This design comes from an exercise in tuning for small area, a short achievable clock period and few clock cycles on the open sky130 flow, not from production work.
No run shown here included a check of the RTL's function; only the layout flow was run.
Power is estimated from default activity; no workload was simulated.

$ cat design/flow/design.v
module CORDIC #(parameter integer W = 32)
(
    input wire clk,
    input wire start,
    input wire signed [31:0] x,
    input wire signed [31:0] y,
    output wire signed [W-1:0]phi,
    output wire done
);
reg [31:0] xr;
reg [31:0] yr;
reg [31:0] z;
reg [4:0] cnt;
reg dn;
reg [0:0] b27;   
reg [2:0] ff;
reg [1:0] c0;
wire d = yr[31];
wire [31:0] xs, ys, xn, yn, zn;
cordic_addsub u_addx (.a(xr), .src(yr), .s({cnt[4:1], c0[0]}), .inv(d), .ld(start), .din(x), .o(xn));
cordic_addsub u_addy (.a(yr), .src(xr), .s({cnt[4:1], ~c0[1]}), .inv(~d), .ld(start), .din(y), .o(yn));
wire [31:0] za;
cordic_ztab u_tab (.i(cnt), .d(d), .dn(dn), .o(za));
cordic_add u_addz (.a(z), .b(za), .o(zn));
wire b26 = ~d;
wire [2:0] fnext;
assign fnext[0] = z[4] & (b26 ? (~z[5] & (&z[10:6])) : (&z[10:5]));
assign fnext[1] = z[4] & (b26 ? (~z[5] & (&z[17:6])) : (&z[17:5]));
assign fnext[2] = z[4] & (b26 ? (~z[5] & (&z[24:6])) : (&z[24:5]));
cordic_fin u_fin (.a(z), .b(b27), .f(ff), .o(phi));
assign done = dn;
always @(posedge clk) begin
    xr <= xn;
    yr <= yn;
    if (start)
        z <= 32'h906dfdfb;
    else
        z <= zn;
    if (start) begin
        cnt <= 5'd0;
        dn  <= 1'b0;
        c0[0] <= 1'b0;
        c0[1] <= 1'b1;
    end else if (!dn) begin
        cnt <= cnt + 5'd1;
        dn  <= (cnt == 5'd26);
        b27 <= {~yn[31]};
        c0[0] <= ~c0[0];
        c0[1] <= ~c0[1];
        if (cnt == 5'd26) ff <= fnext;
    end
end
endmodule
module cordic_shr (input wire [31:0] a, input wire [4:0] s, output wire [31:0] o);
wire [31:0] l0 = s[0] ? {{1{a[31]}}, a[31:1]} : a;
wire [31:0] l1 = s[1] ? {{2{l0[31]}}, l0[31:2]} : l0;
wire [31:0] l2 = s[2] ? {{4{l1[31]}}, l1[31:4]} : l1;
wire [31:0] l3 = s[3] ? {{8{l2[31]}}, l2[31:8]} : l2;
wire [31:0] l4 = s[4] ? {{16{l3[31]}}, l3[31:16]} : l3;
assign o = l4;
endmodule
module cordic_addsub1 (input wire [31:0] a, input wire [31:0] ax, input wire [31:0] src, input wire [4:0] s, input wire cin, input wire ld, input wire [31:0] din, output wire [31:0] o);
wire [31:0] l0 = s[0] ? {{1{src[31]}}, src[31:1]} : src;
wire [31:0] l1 = s[1] ? {{2{l0[31]}}, l0[31:2]} : l0;
wire [31:0] l2 = s[2] ? {{4{l1[31]}}, l1[31:4]} : l1;
wire [31:0] l3 = s[3] ? {{8{l2[31]}}, l2[31:8]} : l2;
wire [31:0] l4 = s[4] ? {{16{l3[31]}}, l3[31:16]} : l3;
wire [31:0] p = ax ^ l4;
wire [31:0] g1 = a & ~p;
wire [31:0] g = {g1[31:1], g1[0] | (p[0] & cin)};
wire [31:0] sm;
wire G0_1 = g[1] | ((p[1] | g[1]) & g[0]);
wire G0_3 = g[3] | (p[3] & g[2]);
wire P0_3 = p[3] & p[2];
wire G0_5 = g[5] | (p[5] & g[4]);
wire P0_5 = p[5] & p[4];
wire G0_7 = g[7] | (p[7] & g[6]);
wire P0_7 = p[7] & p[6];
wire G0_9 = g[9] | (p[9] & g[8]);
wire P0_9 = p[9] & p[8];
wire G0_11 = g[11] | (p[11] & g[10]);
wire P0_11 = p[11] & p[10];
wire G0_13 = g[13] | (p[13] & g[12]);
wire P0_13 = p[13] & p[12];
wire G0_15 = g[15] | (p[15] & g[14]);
wire P0_15 = p[15] & p[14];
wire G0_17 = g[17] | (p[17] & g[16]);
wire P0_17 = p[17] & p[16];
wire G0_19 = g[19] | (p[19] & g[18]);
wire P0_19 = p[19] & p[18];
wire G0_21 = g[21] | (p[21] & g[20]);
wire P0_21 = p[21] & p[20];
wire G0_23 = g[23] | (p[23] & g[22]);
wire P0_23 = p[23] & p[22];
wire G0_25 = g[25] | (p[25] & g[24]);
wire P0_25 = p[25] & p[24];
wire G0_27 = g[27] | (p[27] & g[26]);
wire P0_27 = p[27] & p[26];
wire G0_29 = g[29] | (p[29] & g[28]);
wire P0_29 = p[29] & p[28];
wire G0_31 = g[31] | (p[31] & g[30]);
wire P0_31 = p[31] & p[30];
wire G1_2 = g[2] | ((p[2] | g[2]) & G0_1);
wire G1_3 = G0_3 | (P0_3 & G0_1);
wire G1_6 = g[6] | (p[6] & G0_5);
wire P1_6 = p[6] & P0_5;
wire G1_7 = G0_7 | (P0_7 & G0_5);
wire P1_7 = P0_7 & P0_5;
wire G1_10 = g[10] | (p[10] & G0_9);
wire P1_10 = p[10] & P0_9;
wire G1_11 = G0_11 | (P0_11 & G0_9);
wire P1_11 = P0_11 & P0_9;
wire G1_14 = g[14] | (p[14] & G0_13);
wire P1_14 = p[14] & P0_13;
wire G1_15 = G0_15 | (P0_15 & G0_13);
wire P1_15 = P0_15 & P0_13;
wire G1_18 = g[18] | (p[18] & G0_17);
wire P1_18 = p[18] & P0_17;
wire G1_19 = G0_19 | (P0_19 & G0_17);
wire P1_19 = P0_19 & P0_17;
wire G1_22 = g[22] | (p[22] & G0_21);
wire P1_22 = p[22] & P0_21;
wire G1_23 = G0_23 | (P0_23 & G0_21);
wire P1_23 = P0_23 & P0_21;
wire G1_26 = g[26] | (p[26] & G0_25);
wire P1_26 = p[26] & P0_25;
wire G1_27 = G0_27 | (P0_27 & G0_25);
wire P1_27 = P0_27 & P0_25;
wire G1_30 = g[30] | (p[30] & G0_29);
wire P1_30 = p[30] & P0_29;
wire G1_31 = G0_31 | (P0_31 & G0_29);
wire P1_31 = P0_31 & P0_29;
wire G2_4 = g[4] | ((p[4] | g[4]) & G1_3);
wire G2_5 = G0_5 | (P0_5 & G1_3);
wire G2_6 = G1_6 | (P1_6 & G1_3);
wire G2_7 = G1_7 | (P1_7 & G1_3);
wire G2_12 = g[12] | (p[12] & G1_11);
wire P2_12 = p[12] & P1_11;
wire G2_13 = G0_13 | (P0_13 & G1_11);
wire P2_13 = P0_13 & P1_11;
wire G2_14 = G1_14 | (P1_14 & G1_11);
wire P2_14 = P1_14 & P1_11;
wire G2_15 = G1_15 | (P1_15 & G1_11);
wire P2_15 = P1_15 & P1_11;
wire G2_20 = g[20] | (p[20] & G1_19);
wire P2_20 = p[20] & P1_19;
wire G2_21 = G0_21 | (P0_21 & G1_19);
wire P2_21 = P0_21 & P1_19;
wire G2_22 = G1_22 | (P1_22 & G1_19);
wire P2_22 = P1_22 & P1_19;
wire G2_23 = G1_23 | (P1_23 & G1_19);
wire P2_23 = P1_23 & P1_19;
wire G2_28 = g[28] | (p[28] & G1_27);
wire P2_28 = p[28] & P1_27;
wire G2_29 = G0_29 | (P0_29 & G1_27);
wire P2_29 = P0_29 & P1_27;
wire G2_30 = G1_30 | (P1_30 & G1_27);
wire P2_30 = P1_30 & P1_27;
wire G2_31 = G1_31 | (P1_31 & G1_27);
wire P2_31 = P1_31 & P1_27;
wire G3_8 = g[8] | ((p[8] | g[8]) & G2_7);
wire G3_9 = G0_9 | (P0_9 & G2_7);
wire G3_10 = G1_10 | (P1_10 & G2_7);
wire G3_11 = G1_11 | (P1_11 & G2_7);
wire G3_12 = G2_12 | (P2_12 & G2_7);
wire G3_13 = G2_13 | (P2_13 & G2_7);
wire G3_14 = G2_14 | (P2_14 & G2_7);
wire G3_15 = G2_15 | (P2_15 & G2_7);
wire G3_24 = g[24] | (p[24] & G2_23);
wire P3_24 = p[24] & P2_23;
wire G3_25 = G0_25 | (P0_25 & G2_23);
wire P3_25 = P0_25 & P2_23;
wire G3_26 = G1_26 | (P1_26 & G2_23);
wire P3_26 = P1_26 & P2_23;
wire G3_27 = G1_27 | (P1_27 & G2_23);
wire P3_27 = P1_27 & P2_23;
wire G3_28 = G2_28 | (P2_28 & G2_23);
wire P3_28 = P2_28 & P2_23;
wire G3_29 = G2_29 | (P2_29 & G2_23);
wire P3_29 = P2_29 & P2_23;
wire G3_30 = G2_30 | (P2_30 & G2_23);
wire P3_30 = P2_30 & P2_23;
wire G3_31 = G2_31 | (P2_31 & G2_23);
wire P3_31 = P2_31 & P2_23;
wire G4_16 = g[16] | ((p[16] | g[16]) & G3_15);
wire G4_17 = G0_17 | (P0_17 & G3_15);
wire G4_18 = G1_18 | (P1_18 & G3_15);
wire G4_19 = G1_19 | (P1_19 & G3_15);
wire G4_20 = G2_20 | (P2_20 & G3_15);
wire G4_21 = G2_21 | (P2_21 & G3_15);
wire G4_22 = G2_22 | (P2_22 & G3_15);
wire G4_23 = G2_23 | (P2_23 & G3_15);
wire G4_24 = G3_24 | (P3_24 & G3_15);
wire G4_25 = G3_25 | (P3_25 & G3_15);
wire G4_26 = G3_26 | (P3_26 & G3_15);
wire G4_27 = G3_27 | (P3_27 & G3_15);
wire G4_28 = G3_28 | (P3_28 & G3_15);
wire G4_29 = G3_29 | (P3_29 & G3_15);
wire G4_30 = G3_30 | (P3_30 & G3_15);
wire G4_31 = G3_31 | (P3_31 & G3_15);
assign sm = p ^ {G4_30, G4_29, G4_28, G4_27, G4_26, G4_25, G4_24, G4_23, G4_22, G4_21, G4_20, G4_19, G4_18, G4_17, G4_16, G3_15, G3_14, G3_13, G3_12, G3_11, G3_10, G3_9, G3_8, G2_7, G2_6, G2_5, G2_4, G1_3, G1_2, G0_1, g[0], cin};
assign o = ld ? din : sm;
endmodule
module cordic_addsub (input wire [31:0] a, input wire [31:0] src, input wire [4:0] s, input wire inv, input wire ld, input wire [31:0] din, output wire [31:0] o);
wire [31:0] ax;
cordic_xor u_x (.a(a), .s(inv), .o(ax));
cordic_addsub1 u_a (.a(a), .ax(ax), .src(src), .s(s), .cin(inv), .ld(ld), .din(din), .o(o));
endmodule
module cordic_xor (input wire [31:0] a, input wire s, output wire [31:0] o);
assign o = a ^ {32{s}};
endmodule
module cordic_pgx (input wire [31:0] a, input wire [31:0] ax, input wire [31:0] b, input wire cin, output wire [31:0] p, output wire [31:0] g);
assign p = ax ^ b;
wire [31:0] g1 = a & ~p;
assign g = {g1[31:1], g1[0] | (p[0] & cin)};
endmodule
module cordic_pfx (input wire [31:0] p, input wire [31:0] g, input wire cin, output wire [31:0] o);
wire G0_1 = g[1] | ((p[1] | g[1]) & g[0]);
wire G0_3 = g[3] | (p[3] & g[2]);
wire P0_3 = p[3] & p[2];
wire G0_5 = g[5] | (p[5] & g[4]);
wire P0_5 = p[5] & p[4];
wire G0_7 = g[7] | (p[7] & g[6]);
wire P0_7 = p[7] & p[6];
wire G0_9 = g[9] | (p[9] & g[8]);
wire P0_9 = p[9] & p[8];
wire G0_11 = g[11] | (p[11] & g[10]);
wire P0_11 = p[11] & p[10];
wire G0_13 = g[13] | (p[13] & g[12]);
wire P0_13 = p[13] & p[12];
wire G0_15 = g[15] | (p[15] & g[14]);
wire P0_15 = p[15] & p[14];
wire G0_17 = g[17] | (p[17] & g[16]);
wire P0_17 = p[17] & p[16];
wire G0_19 = g[19] | (p[19] & g[18]);
wire P0_19 = p[19] & p[18];
wire G0_21 = g[21] | (p[21] & g[20]);
wire P0_21 = p[21] & p[20];
wire G0_23 = g[23] | (p[23] & g[22]);
wire P0_23 = p[23] & p[22];
wire G0_25 = g[25] | (p[25] & g[24]);
wire P0_25 = p[25] & p[24];
wire G0_27 = g[27] | (p[27] & g[26]);
wire P0_27 = p[27] & p[26];
wire G0_29 = g[29] | (p[29] & g[28]);
wire P0_29 = p[29] & p[28];
wire G0_31 = g[31] | (p[31] & g[30]);
wire P0_31 = p[31] & p[30];
wire G1_2 = g[2] | ((p[2] | g[2]) & G0_1);
wire G1_3 = G0_3 | (P0_3 & G0_1);
wire G1_6 = g[6] | (p[6] & G0_5);
wire P1_6 = p[6] & P0_5;
wire G1_7 = G0_7 | (P0_7 & G0_5);
wire P1_7 = P0_7 & P0_5;
wire G1_10 = g[10] | (p[10] & G0_9);
wire P1_10 = p[10] & P0_9;
wire G1_11 = G0_11 | (P0_11 & G0_9);
wire P1_11 = P0_11 & P0_9;
wire G1_14 = g[14] | (p[14] & G0_13);
wire P1_14 = p[14] & P0_13;
wire G1_15 = G0_15 | (P0_15 & G0_13);
wire P1_15 = P0_15 & P0_13;
wire G1_18 = g[18] | (p[18] & G0_17);
wire P1_18 = p[18] & P0_17;
wire G1_19 = G0_19 | (P0_19 & G0_17);
wire P1_19 = P0_19 & P0_17;
wire G1_22 = g[22] | (p[22] & G0_21);
wire P1_22 = p[22] & P0_21;
wire G1_23 = G0_23 | (P0_23 & G0_21);
wire P1_23 = P0_23 & P0_21;
wire G1_26 = g[26] | (p[26] & G0_25);
wire P1_26 = p[26] & P0_25;
wire G1_27 = G0_27 | (P0_27 & G0_25);
wire P1_27 = P0_27 & P0_25;
wire G1_30 = g[30] | (p[30] & G0_29);
wire P1_30 = p[30] & P0_29;
wire G1_31 = G0_31 | (P0_31 & G0_29);
wire P1_31 = P0_31 & P0_29;
wire G2_4 = g[4] | ((p[4] | g[4]) & G1_3);
wire G2_5 = G0_5 | (P0_5 & G1_3);
wire G2_6 = G1_6 | (P1_6 & G1_3);
wire G2_7 = G1_7 | (P1_7 & G1_3);
wire G2_12 = g[12] | (p[12] & G1_11);
wire P2_12 = p[12] & P1_11;
wire G2_13 = G0_13 | (P0_13 & G1_11);
wire P2_13 = P0_13 & P1_11;
wire G2_14 = G1_14 | (P1_14 & G1_11);
wire P2_14 = P1_14 & P1_11;
wire G2_15 = G1_15 | (P1_15 & G1_11);
wire P2_15 = P1_15 & P1_11;
wire G2_20 = g[20] | (p[20] & G1_19);
wire P2_20 = p[20] & P1_19;
wire G2_21 = G0_21 | (P0_21 & G1_19);
wire P2_21 = P0_21 & P1_19;
wire G2_22 = G1_22 | (P1_22 & G1_19);
wire P2_22 = P1_22 & P1_19;
wire G2_23 = G1_23 | (P1_23 & G1_19);
wire P2_23 = P1_23 & P1_19;
wire G2_28 = g[28] | (p[28] & G1_27);
wire P2_28 = p[28] & P1_27;
wire G2_29 = G0_29 | (P0_29 & G1_27);
wire P2_29 = P0_29 & P1_27;
wire G2_30 = G1_30 | (P1_30 & G1_27);
wire P2_30 = P1_30 & P1_27;
wire G2_31 = G1_31 | (P1_31 & G1_27);
wire P2_31 = P1_31 & P1_27;
wire G3_8 = g[8] | ((p[8] | g[8]) & G2_7);
wire G3_9 = G0_9 | (P0_9 & G2_7);
wire G3_10 = G1_10 | (P1_10 & G2_7);
wire G3_11 = G1_11 | (P1_11 & G2_7);
wire G3_12 = G2_12 | (P2_12 & G2_7);
wire G3_13 = G2_13 | (P2_13 & G2_7);
wire G3_14 = G2_14 | (P2_14 & G2_7);
wire G3_15 = G2_15 | (P2_15 & G2_7);
wire G3_24 = g[24] | (p[24] & G2_23);
wire P3_24 = p[24] & P2_23;
wire G3_25 = G0_25 | (P0_25 & G2_23);
wire P3_25 = P0_25 & P2_23;
wire G3_26 = G1_26 | (P1_26 & G2_23);
wire P3_26 = P1_26 & P2_23;
wire G3_27 = G1_27 | (P1_27 & G2_23);
wire P3_27 = P1_27 & P2_23;
wire G3_28 = G2_28 | (P2_28 & G2_23);
wire P3_28 = P2_28 & P2_23;
wire G3_29 = G2_29 | (P2_29 & G2_23);
wire P3_29 = P2_29 & P2_23;
wire G3_30 = G2_30 | (P2_30 & G2_23);
wire P3_30 = P2_30 & P2_23;
wire G3_31 = G2_31 | (P2_31 & G2_23);
wire P3_31 = P2_31 & P2_23;
wire G4_16 = g[16] | ((p[16] | g[16]) & G3_15);
wire G4_17 = G0_17 | (P0_17 & G3_15);
wire G4_18 = G1_18 | (P1_18 & G3_15);
wire G4_19 = G1_19 | (P1_19 & G3_15);
wire G4_20 = G2_20 | (P2_20 & G3_15);
wire G4_21 = G2_21 | (P2_21 & G3_15);
wire G4_22 = G2_22 | (P2_22 & G3_15);
wire G4_23 = G2_23 | (P2_23 & G3_15);
wire G4_24 = G3_24 | (P3_24 & G3_15);
wire G4_25 = G3_25 | (P3_25 & G3_15);
wire G4_26 = G3_26 | (P3_26 & G3_15);
wire G4_27 = G3_27 | (P3_27 & G3_15);
wire G4_28 = G3_28 | (P3_28 & G3_15);
wire G4_29 = G3_29 | (P3_29 & G3_15);
wire G4_30 = G3_30 | (P3_30 & G3_15);
wire G4_31 = G3_31 | (P3_31 & G3_15);
assign o = p ^ {G4_30, G4_29, G4_28, G4_27, G4_26, G4_25, G4_24, G4_23, G4_22, G4_21, G4_20, G4_19, G4_18, G4_17, G4_16, G3_15, G3_14, G3_13, G3_12, G3_11, G3_10, G3_9, G3_8, G2_7, G2_6, G2_5, G2_4, G1_3, G1_2, G0_1, g[0], cin};
endmodule
module cordic_add (input wire [31:0] a, input wire [31:0] b, output wire [31:0] o);
wire [31:0] p, g;
cordic_pgz u_pg (.a(a), .b(b), .p(p), .g(g));
cordic_pfx u_pfx (.p(p), .g(g), .cin(1'b0), .o(o));
endmodule
module cordic_pgz (input wire [31:0] a, input wire [31:0] b, output wire [31:0] p, output wire [31:0] g);
assign p = a ^ b;
assign g = a & b;
endmodule
module cordic_ztab (input wire [4:0] i, input wire d, input wire dn, output wire [31:0] o);
wire [31:0] t =
    ({32{i == 5'd0}} & 32'h6487ed52) |
    ({32{i == 5'd1}} & 32'h3b58ce0a) |
    ({32{i == 5'd2}} & 32'h1f5b75fa) |
    ({32{i == 5'd3}} & 32'h0feadd4e) |
    ({32{i == 5'd4}} & 32'h07fd56ee) |
    ({32{i == 5'd5}} & 32'h03ffaab8) |
    ({32{i == 5'd6}} & 32'h01fff556) |
    ({32{i == 5'd7}} & 32'h00fffeaa) |
    ({32{i == 5'd8}} & 32'h007fffd6) |
    ({32{i == 5'd9}} & 32'h003ffffa) |
    ({32{i == 5'd10}} & 32'h00200000) |
    ({32{i == 5'd11}} & 32'h00100000) |
    ({32{i == 5'd12}} & 32'h00080000) |
    ({32{i == 5'd13}} & 32'h00040000) |
    ({32{i == 5'd14}} & 32'h00020000) |
    ({32{i == 5'd15}} & 32'h00010000) |
    ({32{i == 5'd16}} & 32'h00008000) |
    ({32{i == 5'd17}} & 32'h00004000) |
    ({32{i == 5'd18}} & 32'h00002000) |
    ({32{i == 5'd19}} & 32'h00001000) |
    ({32{i == 5'd20}} & 32'h00000800) |
    ({32{i == 5'd21}} & 32'h00000400) |
    ({32{i == 5'd22}} & 32'h00000200) |
    ({32{i == 5'd23}} & 32'h00000100) |
    ({32{i == 5'd24}} & 32'h00000080) |
    ({32{i == 5'd25}} & 32'h00000040) |
    ({32{i == 5'd26}} & 32'h00000020);
assign o = d ? 32'h0 : t;
endmodule
module cordic_fin (input wire [31:0] a, input wire b, input wire [2:0] f, output wire [31:0] o);
assign o[3:0] = a[3:0];
wire c0 = b;
assign o[4] = a[4] ^ c0;
assign o[5] = a[5] ^ (c0 & (&a[4:4]));
assign o[6] = a[6] ^ (c0 & (&a[5:4]));
assign o[7] = a[7] ^ (c0 & (&a[6:4]));
assign o[8] = a[8] ^ (c0 & (&a[7:4]));
assign o[9] = a[9] ^ (c0 & (&a[8:4]));
assign o[10] = a[10] ^ (c0 & (&a[9:4]));
wire c1 = (b & f[0]);
assign o[11] = a[11] ^ c1;
assign o[12] = a[12] ^ (c1 & (&a[11:11]));
assign o[13] = a[13] ^ (c1 & (&a[12:11]));
assign o[14] = a[14] ^ (c1 & (&a[13:11]));
assign o[15] = a[15] ^ (c1 & (&a[14:11]));
assign o[16] = a[16] ^ (c1 & (&a[15:11]));
assign o[17] = a[17] ^ (c1 & (&a[16:11]));
wire c2 = (b & f[1]);
assign o[18] = a[18] ^ c2;
assign o[19] = a[19] ^ (c2 & (&a[18:18]));
assign o[20] = a[20] ^ (c2 & (&a[19:18]));
assign o[21] = a[21] ^ (c2 & (&a[20:18]));
assign o[22] = a[22] ^ (c2 & (&a[21:18]));
assign o[23] = a[23] ^ (c2 & (&a[22:18]));
assign o[24] = a[24] ^ (c2 & (&a[23:18]));
wire c3 = (b & f[2]);
assign o[25] = a[25] ^ c3;
assign o[26] = a[26] ^ (c3 & (&a[25:25]));
assign o[27] = a[27] ^ (c3 & (&a[26:25]));
assign o[28] = a[28] ^ (c3 & (&a[27:25]));
assign o[29] = a[29] ^ (c3 & (&a[28:25]));
assign o[30] = a[30] ^ (c3 & (&a[29:25]));
assign o[31] = a[31] ^ (c3 & (&a[30:25]));
endmodule
$ cat design/flow/run.sh
#!/bin/bash
# synth_recipe.tcl (not shown) runs the flow's synth.tcl, then flattens the netlist and writes it again
# the make line also repeats each setting of config.mk as NAME=value (left out here)
make -C /OpenROAD-flow-scripts/flow DESIGN_CONFIG=/design/flow/config.mk WORK_HOME=/design/flow/orfs CLKGATE_MAP_FILE= SYNTH_SCRIPT=/design/flow/synth_recipe.tcl finish
$ cat design/flow/config.mk
export PLATFORM = sky130hd
export DESIGN_NAME = CORDIC
export DESIGN_NICKNAME = CORDIC
export VERILOG_FILES = /design/flow/design.v
export SDC_FILE = /design/flow/constraint.sdc
export NUM_CORES = 4
export LEC_CHECK = 0
export ABC_AREA = 1
export CAP_MARGIN = 20
export CORE_MARGIN = 2
export CORE_UTILIZATION = 40
export SETUP_SLACK_MARGIN = 4.2
export SLEW_MARGIN = 20
export SYNTH_HIERARCHICAL = 1
export SYNTH_MINIMUM_KEEP_SIZE = 0
$ cat design/flow/constraint.sdc
create_clock -name core_clock -period 7.5 [get_ports {clk}]
set_input_delay 1.5000 -clock core_clock [delete_from_list [all_inputs] [get_ports {clk}]]
set_output_delay 1.5000 -clock core_clock [all_outputs]
set_load 0.01 [all_outputs]
==> metrics.md, run 1 <==
| Metric | Value |
|---|---|
| Ratio of cells with drive above 1 in the final layout | `11.4%` |
| Req. time, crit path | `6.00 ns` |
| Clock Root Buffer | `clkbuf_16` |
| Clock Latency Late Sink | `0.40 ns` |
| Ports | `99` |
| Unrepaired setup endpoints after global routing | `true` |
| Warnings from Yosys | `7` |
| Routed Antenna Nets | `0` |
| Leakage power | `9.78 nW` |
| Hold endpoint | `c0[1]$_SDFFE_PP1N_` |
| Syn avg cell area | `5.25 sq um` |
| Worst-path fanout max | `4` |
| CTS Buffer Depth | `2` |
| Reg-to-reg slack, setup | `4.26 ns` |
| Post-Synthesis Cells | `2870` |
| CP Cell Sequence | `buf_8, buf_12, buf_4, ha_1, xor2_1, dlygate4sd2_1` |
| DR DRC count | `0` |
| Num rows | `71` |
| Simple-Gate Fraction of Synth Area | `59.1%` |
| Syn Std Cell Area | `15100 sq um` |
| Fin. Hold Viols | `0` |
| Cell variety after synth | `49` |
| Synth Area in Adders | `3.15%` |
| Mux cell area share after synthesis | `0%` |
| Die H | `198 microns` |
| WL per Instance | `15.2 microns` |
| Clock Pin Slew Worst Setup and Hold Paths | `0.08 ns` |
| GP Congestion | `0.970` |
| R2R Path Start | `c0[1]$_SDFFE_PP1N_` |
| Ys async rst share | `0%` |
| Power per cell area | `495 nW/um^2` |
| Fin crit share | `44.0%` |
| Avg Vias per Cell | `5.24` |
| Crit path time final | `3.30 ns` |
| Die ar. | `39300 sq um` |
| Initial antenna violation count | `0` |
| Startpoint types | `register` |
| Starting DRT DRC Count | `1633` |
| Worst min path class | `register to register` |
| Peak VDD IR | `0.000269 V` |
| Max Fclk | `303 MHz` |
| Drt pass-1 iters | `7` |
| Final HPWL DP | `38200 microns` |
| Crit-path max cell delay | `0.40 ns` |
| Global-route wire length before repair | `79800 microns` |
| CP arrival | `1.80 ns` |
| Largest delay share family, worst path | `buffers and inverters` |
| Core Region | `37400 sq um` |
| Critical R2R Capture | `b27$_DFFE_PP_` |
| Most common flop cell mapped by yosys | `dfxtp_1` |
| CTS Buf Count | `9` |
| Endpoints failing setup | `0` |
| Port bufs | `98` |
| Number of global-route vias before repair | `15.7k` |
| Min-delay src | `c0[1]$_SDFFE_PP1N_` |
| Die width | `198 microns` |
| Post-synth EDFFs | `4` |
| Worst path bufs/invs | `4` |
| Cell Count Post-Placement | `3381` |
| Antenna diodes | `0` |
| Final std cells w/o fill | `3459` |
| Largest family of logic cells by synthesized area | `simple AND/OR/NAND/NOR gates` |
| H-tree levels | `3` |
| Synth-to-Final Area Change | `15.9%` |
| Yosys reg bits | `108` |
| CTS tree | `yes` |
| Initial Util | `40.3%` |
| Outcome | `no timing/DRC/antenna violations` |
| GR Util All Layers | `25.5%` |
| Seq/Total Area, Yosys | `14.6%` |
| Largest net degree at the start of global routing | `63` |
| Crit Path Class | `register to output port` |
| Post-Synth XOR/XNOR Area | `2.19%` |
| DR vias | `18.1k` |
| Final clock skew | `0.0176 ns` |
| Fin. max-slew vios | `0` |
| Hold-critical path depth | `1` |
| Grt total ovfl | `0` |
| Max stage delay cell, worst path | `edfxtp_1` |
| Slew @ Worst Pin | `0.860 ns` |
| WL final | `52500 microns` |
| Fraction of the mapped netlist area in compound gates | `7.70%` |
| Num Clock Sinks | `108` |
| Setup_tns | `0 ns` |
| MaxCap Viol Count | `0` |
| Critical Path Sink Type | `output port` |
| Worst slew margin | `42.5%` |
| Final #Nets | `3047` |
| R2R depth | `23` |
-- cells in the mapped netlist, types with 16 or more instances --
cell,count,area share (%)
o21ai_0,33,1.1
nand4_1,18,0.75
dfxtp_1,104,14
or2_2,27,1.1
ha_1,38,3.2
clkbuf_1,33,0.82
o21ai_1,19,0.63
and2_1,16,0.66
nand3_1,474,16
inv_2,20,0.50
nor2_1,153,3.8
buf_6,21,1.6
nand2_2,47,1.9
nand3b_1,29,1.4
nor2_2,22,0.91
buf_2,30,1.0
a21oi_1,85,2.8
o211ai_1,21,1.0
xor2_1,19,1.1
nand2_1,1203,30
inv_1,309,7.7
-- cell families after synthesis --
kind of cell | count (synthesis)
AND/OR/NAND/NOR | 2040
flip-flops | 108
AO/OA/AOI/OAI | 200
buffers and inverters | 446
adder cells (fa/ha/maj) | 38
other | 2
XOR/XNOR | 36
-- worst reg2reg max path: cells and delay by family (launching register included) --
family | cells | cell delay [ns]
flops | 1 | 0.40
buf+inv | 5 | 0.61
compound gates | 2 | 0.28
simple gates | 16 | 1.73
-- flip-flops by register name, summed over array words and instances (netlist names) --
register and flops:
xr 32, cnt 5, ff 3, c0 2, dn 1, z 32, b27 1, yr 32
-- cells in the final DEF (no fill, tap or decap), types with 11 or more instances in the layout --
cell             synthesis  routed
nor2_1                 153     144
dlygate4sd2_1            0      17
nand2_1               1203    1174
clkdlybuf4s50_1          0      69
ha_1                    38      37
clkinvlp_4               0      19
xor2_1                  19      19
nand2_4                 10      14
dfxtp_1                104      93
inv_2                   20      21
clkbuf_16                0      15
nand3_2                  7      15
nand3_1                474     463
nand2_2                 47      70
o21ai_1                 19      17
buf_4                   15      43
nand3b_1                29      29
nand4_1                 18      18
xnor2_1                 15      13
o21ai_0                 33      32
a31oi_1                 11      11
a21oi_1                 85      80
inv_1                  309     298
and2_1                  16      16
o211ai_1                21      21
nor3_1                  15      15
nor2_4                   4      13
or2_2                   27      27
nor2_2                  22      22
-- cell type report --
cell class                      instances  area, sq um
Clock buffer                            9          225
Multi-Input combinational cell       2317        11200
Tap cell                              511          639
Sequential cell                       108         2230
Clock inverter                          7         73.8
Inverter                              335         1330
Timing Repair inverter                 12         88.8
Timing Repair Buffer                  160         1660
Fill cell                            4067        19900
-- report_power, final --
group | internal (W) | switching (W) | total, W
logic | 0.00250 | 0.00425 | 0.00674
clock network | 0.000262 | 0.000275 | 0.000538
registers | 0.000855 | 0.000517 | 0.00137
total | 0.00361 | 0.00504 | 0.00865
-- per-module statistics from Yosys (local to each module, per instance), excerpt --
module / flops+latches / cells inside / copies in the design / area [sq um]
CORDIC: 108 / 220 / 1 / 2760
cordic_add: 0 / 1 / 1 / 3.75
cordic_addsub1: 0 / 903 / 2 / 4100
cordic_pfx: 0 / 266 / 1 / 1260
cordic_pgz: 0 / 32 / 1 / 400
cordic_ztab: 0 / 146 / 1 / 657
-- worst max-delay path by stage --
stage | start | endpoint | slack [ns] | cells after the start
after floorplan | cnt[1]$_SDFFE_PP0N_ | z[28]$_SDFF_PP1_ | 4.56 | 22
after global placement | c0[1]$_SDFFE_PP1N_ | b27$_DFFE_PP_ | 3.25 | 21
after detailed placement | c0[1]$_SDFFE_PP1N_ | b27$_DFFE_PP_ | 3.20 | 21
after CTS | c0[1]$_SDFFE_PP1N_ | b27$_DFFE_PP_ | 4.06 | 22
after global routing | c0[1]$_SDFFE_PP1N_ | b27$_DFFE_PP_ | 4.01 | 21
final | b27$_DFFE_PP_ | phi[5] | 4.20 | 6
-- routing by layer --
metal	GRT usage [%]	vias to the layer above	routed length, microns
li1	-	9228	-
met1	31.7	8085	22200
met2	43.2	678	24200
met4	12.3	0	2400
met5	0	-	0
met3	3.49	144	3780
-- timing repair --
action	CTS	global route
buffers inserted	15	29
hold buffers	0	0
pin swaps	1	26
resized for setup	70	123
gates cloned	6	12
setup endpoints to repair	115	75
-- per-stage QoR --
stage	hold WS (ns)	power [W]	setup WS [ns]	cell area, sq um	util, %
floorplan	0.434	0.00633	4.56	15100	-
global placement	0.446	0.00757	3.25	16100	43.0
detailed placement	0.456	0.00770	3.20	16100	43.0
CTS	0.570	0.00827	4.06	16600	44.5
global route	0.564	0.00969	4.01	17500	46.7
finish	0.543	0.00865	4.20	17500	46.7
==> run 2, diff against run 1 <==
--- a/design/flow/design.v
+++ b/design/flow/design.v
@@ -70,5 +70,5 @@
 wire [31:0] g = {g1[31:1], g1[0] | (p[0] & cin)};
 wire [31:0] sm;
-wire G0_1 = g[1] | ((p[1] | g[1]) & g[0]);
+wire G0_1 = g[1] | (p[1] & g[0]);
 wire G0_3 = g[3] | (p[3] & g[2]);
 wire P0_3 = p[3] & p[2];
@@ -101,5 +101,5 @@
 wire G0_31 = g[31] | (p[31] & g[30]);
 wire P0_31 = p[31] & p[30];
-wire G1_2 = g[2] | ((p[2] | g[2]) & G0_1);
+wire G1_2 = g[2] | (p[2] & G0_1);
 wire G1_3 = G0_3 | (P0_3 & G0_1);
 wire G1_6 = g[6] | (p[6] & G0_5);
@@ -131,5 +131,5 @@
 wire G1_31 = G0_31 | (P0_31 & G0_29);
 wire P1_31 = P0_31 & P0_29;
-wire G2_4 = g[4] | ((p[4] | g[4]) & G1_3);
+wire G2_4 = g[4] | (p[4] & G1_3);
 wire G2_5 = G0_5 | (P0_5 & G1_3);
 wire G2_6 = G1_6 | (P1_6 & G1_3);
@@ -159,5 +159,5 @@
 wire G2_31 = G1_31 | (P1_31 & G1_27);
 wire P2_31 = P1_31 & P1_27;
-wire G3_8 = g[8] | ((p[8] | g[8]) & G2_7);
+wire G3_8 = g[8] | (p[8] & G2_7);
 wire G3_9 = G0_9 | (P0_9 & G2_7);
 wire G3_10 = G1_10 | (P1_10 & G2_7);
@@ -183,5 +183,5 @@
 wire G3_31 = G2_31 | (P2_31 & G2_23);
 wire P3_31 = P2_31 & P2_23;
-wire G4_16 = g[16] | ((p[16] | g[16]) & G3_15);
+wire G4_16 = g[16] | (p[16] & G3_15);
 wire G4_17 = G0_17 | (P0_17 & G3_15);
 wire G4_18 = G1_18 | (P1_18 & G3_15);
@@ -216,5 +216,5 @@
 endmodule
 module cordic_pfx (input wire [31:0] p, input wire [31:0] g, input wire cin, output wire [31:0] o);
-wire G0_1 = g[1] | ((p[1] | g[1]) & g[0]);
+wire G0_1 = g[1] | (p[1] & g[0]);
 wire G0_3 = g[3] | (p[3] & g[2]);
 wire P0_3 = p[3] & p[2];
@@ -247,5 +247,5 @@
 wire G0_31 = g[31] | (p[31] & g[30]);
 wire P0_31 = p[31] & p[30];
-wire G1_2 = g[2] | ((p[2] | g[2]) & G0_1);
+wire G1_2 = g[2] | (p[2] & G0_1);
 wire G1_3 = G0_3 | (P0_3 & G0_1);
 wire G1_6 = g[6] | (p[6] & G0_5);
@@ -277,5 +277,5 @@
 wire G1_31 = G0_31 | (P0_31 & G0_29);
 wire P1_31 = P0_31 & P0_29;
-wire G2_4 = g[4] | ((p[4] | g[4]) & G1_3);
+wire G2_4 = g[4] | (p[4] & G1_3);
 wire G2_5 = G0_5 | (P0_5 & G1_3);
 wire G2_6 = G1_6 | (P1_6 & G1_3);
@@ -305,5 +305,5 @@
 wire G2_31 = G1_31 | (P1_31 & G1_27);
 wire P2_31 = P1_31 & P1_27;
-wire G3_8 = g[8] | ((p[8] | g[8]) & G2_7);
+wire G3_8 = g[8] | (p[8] & G2_7);
 wire G3_9 = G0_9 | (P0_9 & G2_7);
 wire G3_10 = G1_10 | (P1_10 & G2_7);
@@ -329,5 +329,5 @@
 wire G3_31 = G2_31 | (P2_31 & G2_23);
 wire P3_31 = P2_31 & P2_23;
-wire G4_16 = g[16] | ((p[16] | g[16]) & G3_15);
+wire G4_16 = g[16] | (p[16] & G3_15);
 wire G4_17 = G0_17 | (P0_17 & G3_15);
 wire G4_18 = G1_18 | (P1_18 & G3_15);
==> metrics.md, run 2 <==
| Metric | Value |
|---|---|
| Endpoints failing setup | `0` |
| Clock Pin Slew Worst Setup and Hold Paths | `0.09 ns` |
| Clock Latency Late Sink | `0.40 ns` |
| CTS Buffer Depth | `2` |
| Drt pass-1 iters | `5` |
| Reg-to-reg slack, setup | `4.37 ns` |
| Clk network pwr share | `6.0%` |
| Critical R2R Capture | `b27$_DFFE_PP_` |
| Global-route wire length before repair | `80200 microns` |
| Grt total ovfl | `0` |
| R2R depth | `25` |
| GR Util All Layers | `25.4%` |
| Critical Path Sink Type | `output port` |
| Most common flop cell mapped by yosys | `dfxtp_1` |
| Warnings from Yosys | `7` |
| Internal power | `0.00354 W` |
| Antenna diodes | `0` |
| Cell taking the most area after synthesis | `nand2_1` |
| Fin. max-slew vios | `0` |
| Largest net degree at the start of global routing | `67` |
| Starting DRT DRC Count | `1521` |
| Post-Synthesis Cells | `2872` |
| Worst-path fanout max | `4` |
| Syn avg cell area | `5.25 sq um` |
| Initial antenna violation count | `0` |
| Req. time, crit path | `6.00 ns` |
| Worst path bufs/invs | `3` |
| Hold-critical path depth | `1` |
| Post-synth EDFFs | `4` |
| Yosys reg bits | `108` |
| Routed Antenna Nets | `0` |
| Most common cell in the netlist | `nand2_1` |
| Setup_tns | `0 ns` |
| Number of global-route vias before repair | `16.0k` |
| Worst min path class | `register to register` |
| Port bufs | `98` |
| Leakage power | `9.80 nW` |
| Top cells by count, synth | `nand2_1 (1202), nand3_1 (472), inv_1 (318), nor2_1 (155), dfxtp_1 (104)` |
| WL per Instance | `14.7 microns` |
| Crit-path max cell delay | `0.38 ns` |
| Worst slew margin | `61.6%` |
| Largest delay share family, worst path | `buffers and inverters` |
| Die ar. | `39300 sq um` |
| Avg Vias per Cell | `5.19` |
| H-tree levels | `3` |
| Sequential Power Share | `16.0%` |
| DR DRC count | `0` |
| Min-delay src | `c0[1]$_SDFFE_PP1N_` |
| Final HPWL DP | `37800 microns` |
| Max stage delay cell, worst path | `edfxtp_1` |
| Area contributors post-synth | `nand2_1 (30%), nand3_1 (16%), dfxtp_1 (14%)` |
| Final #Nets | `3065` |
| Cell Count Post-Placement | `3381` |
| CP arrival | `1.73 ns` |
| Commonest non-fill, non-tap cell in the layout | `nand2_1` |
| Crit path time final | `3.23 ns` |
| Fin crit share | `43.0%` |
| Post-synth top area share | `29.9%` |
| NetSw | `0.00497 W` |
| R2R Path Start | `cnt[1]$_SDFFE_PP0N_` |
| Fin. Hold Viols | `0` |
| Switch share | `58.4%` |
| Final clock skew | `0.0108 ns` |
| Peak VDD IR | `0.000268 V` |
| Ys async rst share | `0%` |
| Num rows | `71` |
| Die width | `198 microns` |
| Hold endpoint | `c0[1]$_SDFFE_PP1N_` |
| Seq/Total Area, Yosys | `14.6%` |
| Syn Std Cell Area | `15100 sq um` |
| Final std cells w/o fill | `3472` |
| Slew @ Worst Pin | `0.573 ns` |
| Regs by FF count | `xr: 32 flops, yr: 32 flops, z: 32 flops` |
| Startpoint types | `register` |
| Core Region | `37400 sq um` |
| Num Clock Sinks | `108` |
| Power per cell area | `490 nW/um^2` |
| MaxCap Viol Count | `0` |
| Cell variety after synth | `49` |
| Clock Root Buffer | `clkbuf_16` |
| CTS Buf Count | `9` |
| CTS tree | `yes` |
| Synth-to-Final Area Change | `15.2%` |
| Ports | `99` |
| Combinational Power Share | `78.0%` |
| CP Cell Sequence | `buf_6, nand2_4, inv_2, ha_1, xor2_1, dlygate4sd2_1` |
| Ratio of cells with drive above 1 in the final layout | `10.6%` |
| Die H | `198 microns` |
| DR vias | `18.0k` |
| GP Congestion | `0.937` |
| Outcome | `no timing/DRC/antenna violations` |
| Crit Path Class | `register to output port` |
| WL final | `51100 microns` |
| Initial Util | `40.3%` |
| Unrepaired setup endpoints after global routing | `true` |
| Commonest cells after routing, fill and taps aside | `nand2_1 (1188), nand3_1 (467), inv_1 (305), nor2_1 (149), dfxtp_1 (90)` |
| Max Fclk | `310 MHz` |
==> run 2: routing by layer <==
metal	track usage [%]	vias up	part of all wire [%]	wire (microns)
met5	0	-	0	0
li1	-	9253	-	-
met4	11.4	0	4.0	2030
met3	2.38	103	4.9	2510
met1	31.0	8132	43	21800
met2	45.2	540	48	24700
==> run 2: power groups by stage <==
| stage | registers [W] | logic (W) | clock network, W |
|---|---|---|---|
| finish | 0.00136 | 0.00663 | 0.000513 |
| detailed placement | 0.00137 | 0.00632 | 0 |
| CTS | 0.00136 | 0.00636 | 0.000533 |
| global placement | 0.00137 | 0.00619 | 0 |
| floorplan | 0.00111 | 0.00521 | 0 |
| global route | 0.00139 | 0.00761 | 0.000545 |
==> run 2: worst reg2reg max path, cell delays in order, from the launching register on <==
cell,delay [ns]
dfxtp_4,0.39
buf_12,0.16
clkinvlp_4,0.05
buf_4,0.23
nand3_1,0.11
and2_1,0.16
nand2_1,0.06
nand2_1,0.09
nand2_1,0.09
nand3_1,0.16
nand2_1,0.11
nand2_1,0.07
nand2_1,0.11
nand2_1,0.09
nor2_2,0.13
nor2_2,0.06
nand2_4,0.09
nand2_2,0.08
nand2_4,0.11
nand2_4,0.10
nand2_8,0.10
nand2_1,0.07
nand3_1,0.07
nand3_1,0.08
nand2_1,0.11
inv_1,0.04
==> run 2: cell type report <==
type,instances,area (sq um)
fillers,4111,20000
multi-input cells,2313,11100
flip-flops and latches,108,2230
repair buffers,170,1660
inverters,342,1360
well taps,511,639
clock buffers,11,243
repair inverters,12,91.3
clock inverters,5,45.0
==> run 2: modules after synthesis (local to each module, per instance), a selection <==
module	flops+latches	area [sq um]	copies in the design	cells
CORDIC	108	2760	1	220
cordic_add	0	3.75	1	1
cordic_addsub1	0	4100	2	903
cordic_fin	0	613	1	127
cordic_pfx	0	1270	1	268
cordic_pgz	0	400	1	32
cordic_xor	0	597	2	136
cordic_ztab	0	657	1	146
==> run 2: worst max-delay path by stage <==
stage | from | end | slack [ns] | cells past startpoint
floorplan | cnt[1]$_SDFFE_PP0N_ | z[16]$_SDFF_PP1_ | 4.51 | 19
global placement | c0[1]$_SDFFE_PP1N_ | b27$_DFFE_PP_ | 3.28 | 22
detailed placement | c0[1]$_SDFFE_PP1N_ | b27$_DFFE_PP_ | 3.28 | 22
CTS | b27$_DFFE_PP_ | phi[25] | 4.03 | 5
global route | c0[1]$_SDFFE_PP1N_ | b27$_DFFE_PP_ | 4.11 | 23
finish | b27$_DFFE_PP_ | phi[26] | 4.27 | 6
==> run 2: repair_timing <==
action                                  4_1_cts  5_1_grt
hold buffers                                  0        0
cloned                                        9        6
setup buffers                                20       39
gates resized for setup                      79       75
pin swaps                                     3        2
endpoints found under the setup margin      113       76
==> run 2: cell families after synthesis <==
logic type | after synthesis | share of synthesized area, %
buf+inv | 453 | 13.4
compound gates | 195 | 7.50
fa+ha+maj | 43 | 3.57
xor+xnor | 32 | 1.96
flops | 108 | 14.6
simple gates | 2039 | 58.9
other cells | 2 | 0.0498
==> run 2: through the flow <==
stage               util (%)  setup WS, ns  hold slack, ns  cell area (sq um)  total power, W
detailed placement      43.0          3.28           0.458              16100         0.00769
CTS                     44.6          4.03           0.566              16700         0.00825
global placement        43.0          3.28           0.444              16100         0.00756
global route            46.5          4.11           0.574              17400         0.00954
finish                  46.5          4.27           0.531              17400         0.00851
floorplan                  -          4.51           0.434              15100         0.00632
==> run 3, diff against run 2 <==
--- a/design/flow/config.mk
+++ b/design/flow/config.mk
@@ -10,5 +10,5 @@
 export CORE_MARGIN = 2
 export CORE_UTILIZATION = 40
-export SETUP_SLACK_MARGIN = 4.2
+export SETUP_SLACK_MARGIN = 4
 export SLEW_MARGIN = 20
 export SYNTH_HIERARCHICAL = 1
==> metrics.md, run 3 <==
| Metric | Value |
|---|---|
| Final clock skew | `0.0109 ns` |
| Worst min path class | `register to register` |
| Global-route wire length before repair | `79400 microns` |
| Cell taking the most area after synthesis | `nand2_1` |
| Syn avg cell area | `5.25 sq um` |
| Num rows | `71` |
| DR vias | `17.8k` |
| Worst path bufs/invs | `3` |
| Port bufs | `98` |
| Startpoint types | `register` |
| Post-Synthesis Cells | `2872` |
| CTS tree | `yes` |
| Worst slew margin | `56.5%` |
| Simple-Gate Fraction of Synth Area | `58.9%` |
| Commonest non-fill, non-tap cell in the layout | `nand2_1` |
| Top cells by count, synth | `nand2_1 (1202), nand3_1 (472), inv_1 (318), nor2_1 (155), dfxtp_1 (104)` |
| Initial Util | `40.3%` |
| Crit path time final | `3.44 ns` |
| Ports | `99` |
| Initial antenna violation count | `0` |
| CTS Buf Count | `9` |
| CP Cell Sequence | `buf_6, nand2_4, inv_1, ha_1, clkdlybuf4s50_1` |
| CTS Buffer Depth | `2` |
| Post-synth top area share | `29.9%` |
| Critical R2R Capture | `b27$_DFFE_PP_` |
| Core Region | `37400 sq um` |
| Ratio of cells with drive above 1 in the final layout | `8.41%` |
| DR top layer | `met4` |
| Warnings from Yosys | `7` |
| Worst-path fanout max | `4` |
| Req. time, crit path | `6.00 ns` |
| MaxCap Viol Count | `0` |
| R2R depth | `22` |
| Metal-1 WL | `21300 microns` |
| Largest delay share family, worst path | `buffers and inverters` |
| Syn Std Cell Area | `15100 sq um` |
| Met3 wire length | `2310 microns` |
| Die H | `198 microns` |
| DR DRC count | `0` |
| Outcome | `no timing/DRC/antenna violations` |
| Slew @ Worst Pin | `0.652 ns` |
| Hold_ws | `0.551 ns` |
| Crit-path max cell delay | `0.52 ns` |
| Fillcell total | `4149` |
| Most common flop cell mapped by yosys | `dfxtp_1` |
| Post-synth EDFFs | `4` |
| Critical Path Sink Type | `output port` |
| Endpoints failing setup | `0` |
| Seq/Total Area, Yosys | `14.6%` |
| Area contributors post-synth | `nand2_1 (30%), nand3_1 (16%), dfxtp_1 (14%)` |
| Starting DRT DRC Count | `1472` |
| Clock Pin Slew Worst Setup and Hold Paths | `0.09 ns` |
| GP Congestion | `0.937` |
| Final #Nets | `3028` |
| Final HPWL DP | `37800 microns` |
| Die ar. | `39300 sq um` |
| Largest net degree at the start of global routing | `67` |
| Leakage power | `9.55 nW` |
| Final total power | `0.00831 W` |
| WL per Instance | `14.6 microns` |
| Post-Synth XOR/XNOR Area | `1.96%` |
| Fin crit share | `45.9%` |
| Die width | `198 microns` |
| Ys async rst share | `0%` |
| Cell variety after synth | `49` |
| Fraction of the mapped netlist area in compound gates | `7.50%` |
| Mux cell area share after synthesis | `0%` |
| Peak VDD IR | `0.000237 V` |
| Antenna diodes | `0` |
| Synth Area in Adders | `3.57%` |
| Fin. Hold Viols | `0` |
| Min-delay src | `c0[1]$_SDFFE_PP1N_` |
| Reg-to-reg slack, setup | `4.19 ns` |
| Regs by FF count | `xr: 32 flops, yr: 32 flops, z: 32 flops` |
| Hold endpoint | `c0[1]$_SDFFE_PP1N_` |
| Max Fclk | `291 MHz` |
| Avg Vias per Cell | `5.19` |
| CP arrival | `1.94 ns` |
| R2R Path Start | `yr[31]$_DFF_P_` |
| Unrepaired setup endpoints after global routing | `true` |
| Number of global-route vias before repair | `15.9k` |
| GR Util All Layers | `25.2%` |
| Drt pass-1 iters | `6` |
| Crit Path Class | `register to output port` |
| Num Clock Sinks | `108` |
| Commonest cells after routing, fill and taps aside | `nand2_1 (1196), nand3_1 (471), inv_1 (307), nor2_1 (152), dfxtp_1 (96)` |
| Routed Antenna Nets | `0` |
| Setup_tns | `0 ns` |
| Clock Latency Late Sink | `0.40 ns` |
| Clock Root Buffer | `clkbuf_16` |
| Met2 Wirelength | `24300 microns` |
| Max stage delay cell, worst path | `clkdlybuf4s50_1` |
| Largest family of logic cells by synthesized area | `simple AND/OR/NAND/NOR gates` |
| WL final | `50000 microns` |
| Grt total ovfl | `0` |
| Most common cell in the netlist | `nand2_1` |
| Synth-to-Final Area Change | `12.0%` |
| Power per cell area | `492 nW/um^2` |
| Hold-critical path depth | `1` |
| Yosys reg bits | `108` |
| H-tree levels | `3` |
| Fin. max-slew vios | `0` |
## run 3: cell counts after synthesis
Identical to the previous run, type by type.
## run 3: how the worst max path moves through the flow
| stage | start | end | slack, ns | cells after the start |
|---|---|---|---|---|
| after floorplan | cnt[1]$_SDFFE_PP0N_ | z[16]$_SDFF_PP1_ | 4.51 | 19 |
| after global placement | c0[1]$_SDFFE_PP1N_ | b27$_DFFE_PP_ | 3.28 | 22 |
| after detailed placement | c0[1]$_SDFFE_PP1N_ | b27$_DFFE_PP_ | 3.28 | 22 |
| after CTS | cnt[2]$_SDFFE_PP0N_ | b27$_DFFE_PP_ | 3.92 | 19 |
| after global routing | cnt[4]$_SDFFE_PP0N_ | b27$_DFFE_PP_ | 3.93 | 16 |
| final | b27$_DFFE_PP_ | phi[25] | 4.06 | 5 |
## run 3: what timing repair did
item / 4_1_cts / 5_1_grt
setup endpoints to repair: 89 / 73
pin swaps: 1 / 2
hold buffers: 0 / 0
hold endpoints to repair: 0 / 0
setup buffers: 9 / 16
cloned: 8 / 4
resized for setup: 40 / 36
## run 3: logic make-up after synthesis
logic type                 after synthesis
and+or+nand+nor                       2039
AOI/OAI and AO/OA                      195
other                                    2
xor gates and xnor gates                32
DFF                                    108
adders and majority gates               43
buffers and inverters                  453
## run 3: final cells by class
type,instances,area [sq um],area share (%)
Timing Repair inverter,10,72.6,0.430
Clock buffer,11,243,1.44
Sequential cell,108,2220,13.2
Multi-Input combinational cell,2312,10900,64.7
Timing Repair Buffer,136,1380,8.19
Tap cell,511,639,3.78
Clock inverter,5,45.0,0.267
Inverter,342,1350,7.99
## run 3: per-layer routing
layer  up-vias  GRT usage, %
li1       9174             -
met1      8033          30.5
met2       508          44.6
met3       106          2.54
met4         0          12.1
met5         -             0
## run 3: power breakdown
part | switching, W | internal [W] | leakage (nW)
logic | 0.00408 | 0.00236 | 8.50
registers | 0.000502 | 0.000855 | 0.912
clock network | 0.000272 | 0.000240 | 0.138
## run 3: worst register-to-register path, cell delays in order, from the launching register on
cell and delay, ns:
dfxtp_2 0.34, buf_12 0.17, inv_1 0.27, buf_4 0.42, inv_8 0.21, nand2_2 0.11
nand2_1 0.08, inv_1 0.08, nand3_1 0.10, nand3b_1 0.12, nand2_1 0.07, nand2_2 0.09
nand3_2 0.09, nand2_2 0.12, nand2_2 0.09, nand2_4 0.10, nand2_2 0.08, nand2_4 0.16
nand2_1 0.10, nand3_1 0.07, nand3_1 0.08, nand2_1 0.10, inv_1 0.04
## run 3: metrics by stage
step                      std cells  util, %  setup slack, ns  cell area, sq um
final                          3435     45.2             4.06             16900
after global routing           3435     45.2             3.93             16900
after CTS                      3414     44.3             3.92             16600
after detailed placement       3381     43.0             3.28             16100
after global placement         3381     43.0             3.28             16100
after floorplan                2873        -             4.51             15100
## run 3: per-module statistics from Yosys, one instance, submodules excluded, excerpt
module / flops+latches / cells / times used / area [sq um]
CORDIC: 108 / 220 / 1 / 2760
cordic_add: 0 / 1 / 1 / 3.75
cordic_addsub1: 0 / 903 / 2 / 4100
cordic_fin: 0 / 127 / 1 / 613
cordic_pfx: 0 / 268 / 1 / 1270
cordic_pgz: 0 / 32 / 1 / 400
cordic_xor: 0 / 136 / 2 / 597
cordic_ztab: 0 / 146 / 1 / 657
==> run 4, diff against run 3 <==
--- a/design/flow/config.mk
+++ b/design/flow/config.mk
@@ -10,5 +10,5 @@
 export CORE_MARGIN = 2
 export CORE_UTILIZATION = 40
-export SETUP_SLACK_MARGIN = 4
+export SETUP_SLACK_MARGIN = 4.3
 export SLEW_MARGIN = 20
 export SYNTH_HIERARCHICAL = 1
==> metrics.md, run 4 <==
| Metric | Value |
|---|---|
| Drt pass-1 iters | `6` |
| Power per cell area | `493 nW/um^2` |
| Worst path bufs/invs | `4` |
| Req. time, crit path | `6.00 ns` |
| Endpoints failing setup | `0` |
| Clock Root Buffer | `clkbuf_16` |
| Synth-to-Final Area Change | `18.1%` |
| Avg Vias per Cell | `5.22` |
| CP arrival | `1.70 ns` |
| Post-synth top area share | `29.9%` |
| Antenna diodes | `0` |
| Ys async rst share | `0%` |
| Worst min path class | `register to register` |
| Clock Latency Late Sink | `0.40 ns` |
| Fillcell total | `4064` |
| CTS Buffer Depth | `2` |
| Worst-path fanout max | `4` |
| Util after Layout | `47.7%` |
| Fin crit share | `42.6%` |
| Ports | `99` |
| Critical Path Sink Type | `output port` |
| Fin. Hold Viols | `0` |
| Slew @ Worst Pin | `0.632 ns` |
| PnR worst setup slack | `4.30 ns` |
| H-tree levels | `3` |
| Post-Synthesis Cells | `2872` |
| WL final | `52200 microns` |
| Core Region | `37400 sq um` |
| Min-delay src | `c0[1]$_SDFFE_PP1N_` |
| Crit-path max cell delay | `0.35 ns` |
| Multi-input logic area | `11300 sq um` |
| WL per Instance | `15.0 microns` |
| Die ar. | `39300 sq um` |
| Global-route wire length before repair | `80800 microns` |
| Final #Nets | `3081` |
| Die H | `198 microns` |
| MaxCap Viol Count | `0` |
| Cell taking the most area after synthesis | `nand2_1` |
| Clock Pin Slew Worst Setup and Hold Paths | `0.09 ns` |
| Hold-critical path depth | `1` |
| Die width | `198 microns` |
| CTS Buf Count | `9` |
| Reg-to-reg slack, setup | `4.38 ns` |
| Ratio of cells with drive above 1 in the final layout | `13.1%` |
| Num rows | `71` |
| Crit Path Class | `register to output port` |
| Fin. max-slew vios | `0` |
| CTS tree | `yes` |
| DR DRC count | `0` |
| Final total power | `0.00879 W` |
| Largest delay share family, worst path | `buffers and inverters` |
| Critical R2R Capture | `b27$_DFFE_PP_` |
| Commonest cells after routing, fill and taps aside | `nand2_1 (1168), nand3_1 (452), inv_1 (305), nor2_1 (146), dfxtp_1 (91)` |
| Grt total ovfl | `0` |
| Leakage power | `9.94 nW` |
| Crit path time final | `3.20 ns` |
| Final clock skew | `0.0114 ns` |
| Pre-CTS setup slack | `3.28 ns` |
| Top cell by count, worst path | `buf_6` |
| Most common cell in the netlist | `nand2_1` |
| Cell variety after synth | `49` |
| Post-synth EDFFs | `4` |
| Outcome | `no timing/DRC/antenna violations` |
| Startpoint types | `register` |
| Most common flop cell mapped by yosys | `dfxtp_1` |
| Peak VDD IR | `0.000276 V` |
| Initial Util | `40.3%` |
| DR vias | `18.2k` |
| Worst slew margin | `57.6%` |
| Commonest non-fill, non-tap cell in the layout | `nand2_1` |
| R2R depth | `25` |
| R2R Path Start | `cnt[1]$_SDFFE_PP0N_` |
| Routed Antenna Nets | `0` |
| Yosys reg bits | `108` |
| Unrepaired setup endpoints after global routing | `true` |
| Hold endpoint | `c0[1]$_SDFFE_PP1N_` |
| Port bufs | `98` |
| Max stage delay cell, worst path | `edfxtp_1` |
| Initial antenna violation count | `0` |
| Num Clock Sinks | `108` |
| Setup_tns | `0 ns` |
| Starting DRT DRC Count | `1560` |
| Seq/Total Area, Yosys | `14.6%` |
| Syn Std Cell Area | `15100 sq um` |
| GR Util All Layers | `25.7%` |
| CP Cell Sequence | `buf_6, buf_6, nand3_4, nor2_4, buf_6, nand2_2, nand2_1, nand2_1, buf_2` |
| Final HPWL DP | `37800 microns` |
| Warnings from Yosys | `7` |
| Area contributors post-synth | `nand2_1 (30%), nand3_1 (16%), dfxtp_1 (14%)` |
| GP Congestion | `0.937` |
| Largest net degree at the start of global routing | `66` |
| Max Fclk | `313 MHz` |
| Regs by FF count | `xr: 32 flops, yr: 32 flops, z: 32 flops` |
| Top cells by count, synth | `nand2_1 (1202), nand3_1 (472), inv_1 (318), nor2_1 (155), dfxtp_1 (104)` |
| Number of global-route vias before repair | `16.1k` |
| Syn avg cell area | `5.25 sq um` |
| Register area | `2240 sq um` |
[run 4: cell counts after synthesis]
Identical to the previous run, type by type.
[run 4: Yosys stat by module, one instance, submodules excluded, excerpt]
module          copies in the design  cells inside  cell area [sq um]  flip-flops and latches
cordic_xor                         2           136                597                       0
cordic_addsub1                     2           903               4100                       0
cordic_add                         1             1               3.75                       0
CORDIC                             1           220               2760                     108
cordic_ztab                        1           146                657                       0
cordic_pgz                         1            32                400                       0
[run 4: logic make-up (layout without fill, tap and decap cells)]
kind of cell / Yosys count / count (layout) / synth area share, %
and+or+nand+nor: 2039 / 2039 / 58.9
buffers and inverters: 453 / 557 / 13.4
AOI/OAI and AO/OA: 195 / 195 / 7.50
DFF: 108 / 108 / 14.6
adders and majority gates: 43 / 43 / 3.57
xor gates and xnor gates: 32 / 32 / 1.96
other: 2 / 3 / 0.0498
[run 4: cell type report]
cell class | instances | share of cell area (%)
tap | 511 | 3.59
multi-input combinational | 2312 | 63.6
clock inverter | 5 | 0.253
timing repair inverter | 14 | 0.569
sequential | 108 | 12.5
clock buffer | 11 | 1.36
inverter | 342 | 7.67
timing repair buffer | 185 | 10.4
[run 4: repair_timing]
item | 4_1_cts | 5_1_grt
pin swaps | 2 | 20
gates resized for setup | 109 | 148
hold buffers | 0 | 0
endpoints found under the setup margin | 117 | 86
buffers inserted | 25 | 46
gates cloned | 11 | 8
[run 4: worst max path at each step]
stage                             to  cells after the start                 from
finish                        phi[9]                      9        b27$_DFFE_PP_
global route           b27$_DFFE_PP_                     21   c0[1]$_SDFFE_PP1N_
CTS                    b27$_DFFE_PP_                     22   c0[1]$_SDFFE_PP1N_
detailed placement     b27$_DFFE_PP_                     22   c0[1]$_SDFFE_PP1N_
global placement       b27$_DFFE_PP_                     22   c0[1]$_SDFFE_PP1N_
floorplan           z[16]$_SDFF_PP1_                     19  cnt[1]$_SDFFE_PP0N_
[run 4: through the flow]
step / area (sq um) / instances / hold slack (ns)
after global placement: 16100 / 3381 / 0.444
after detailed placement: 16100 / 3381 / 0.458
after global routing: 17800 / 3488 / 0.566
after CTS: 16800 / 3433 / 0.566
final: 17800 / 3488 / 0.528
after floorplan: 15100 / 2873 / 0.434
[run 4: per-layer routing]
layer	routed length (microns)	vias to the layer above	track usage, %	share of wire, %
met5	0	-	0	0
met3	2750	120	3.12	5.3
li1	-	9289	-	-
met4	2280	0	12.0	4.4
met1	21900	8223	31.1	42
met2	25200	584	45.3	48
[run 4: power breakdown]
| group | internal, W | total [W] | switching, W |
|---|---|---|---|
| Sequential | 0.000857 | 0.00137 | 0.000515 |
| Clock | 0.000240 | 0.000513 | 0.000273 |
| Combinational | 0.00260 | 0.00690 | 0.00430 |
| Total | 0.00370 | 0.00879 | 0.00509 |

re-timing with driven ports:
Ports are ideal in the flow. The routed layouts listed here were re-timed in OpenROAD.
Step 1 sets driving cells, clkbuf_16 on the clock port and buf_2 on the other inputs (assumed; they add their load-dependent delay and slew).
Step 2 moves the port delays by t, midway between the first and last clock arrival at a register: inputs arrive t later, outputs are due t later. That takes back most of the time a late clock gives input paths.
Slacks: ideal ports / drivers / drivers and shift; pairs: ideal ports / drivers.
| run | t, ns | slack for setup (ns) | cell pins on the clock port's net |
|---|---|---|---|
| run 1 | 0.454 | 4.198 / 4.140 / 4.090 | 1 |
| run 2 | 0.451 | 4.273 / 4.216 / 4.091 | 1 |
| run 3 | 0.453 | 4.060 / 4.001 / 4.100 | 1 |
| run 4 | 0.453 | 4.304 / 4.244 / 4.232 | 1 |
After both steps every run listed still meets setup and hold. For run 2, which loses most, drivers alone change the setup slack by -0.057 ns; drivers and shift together by -0.182 ns.
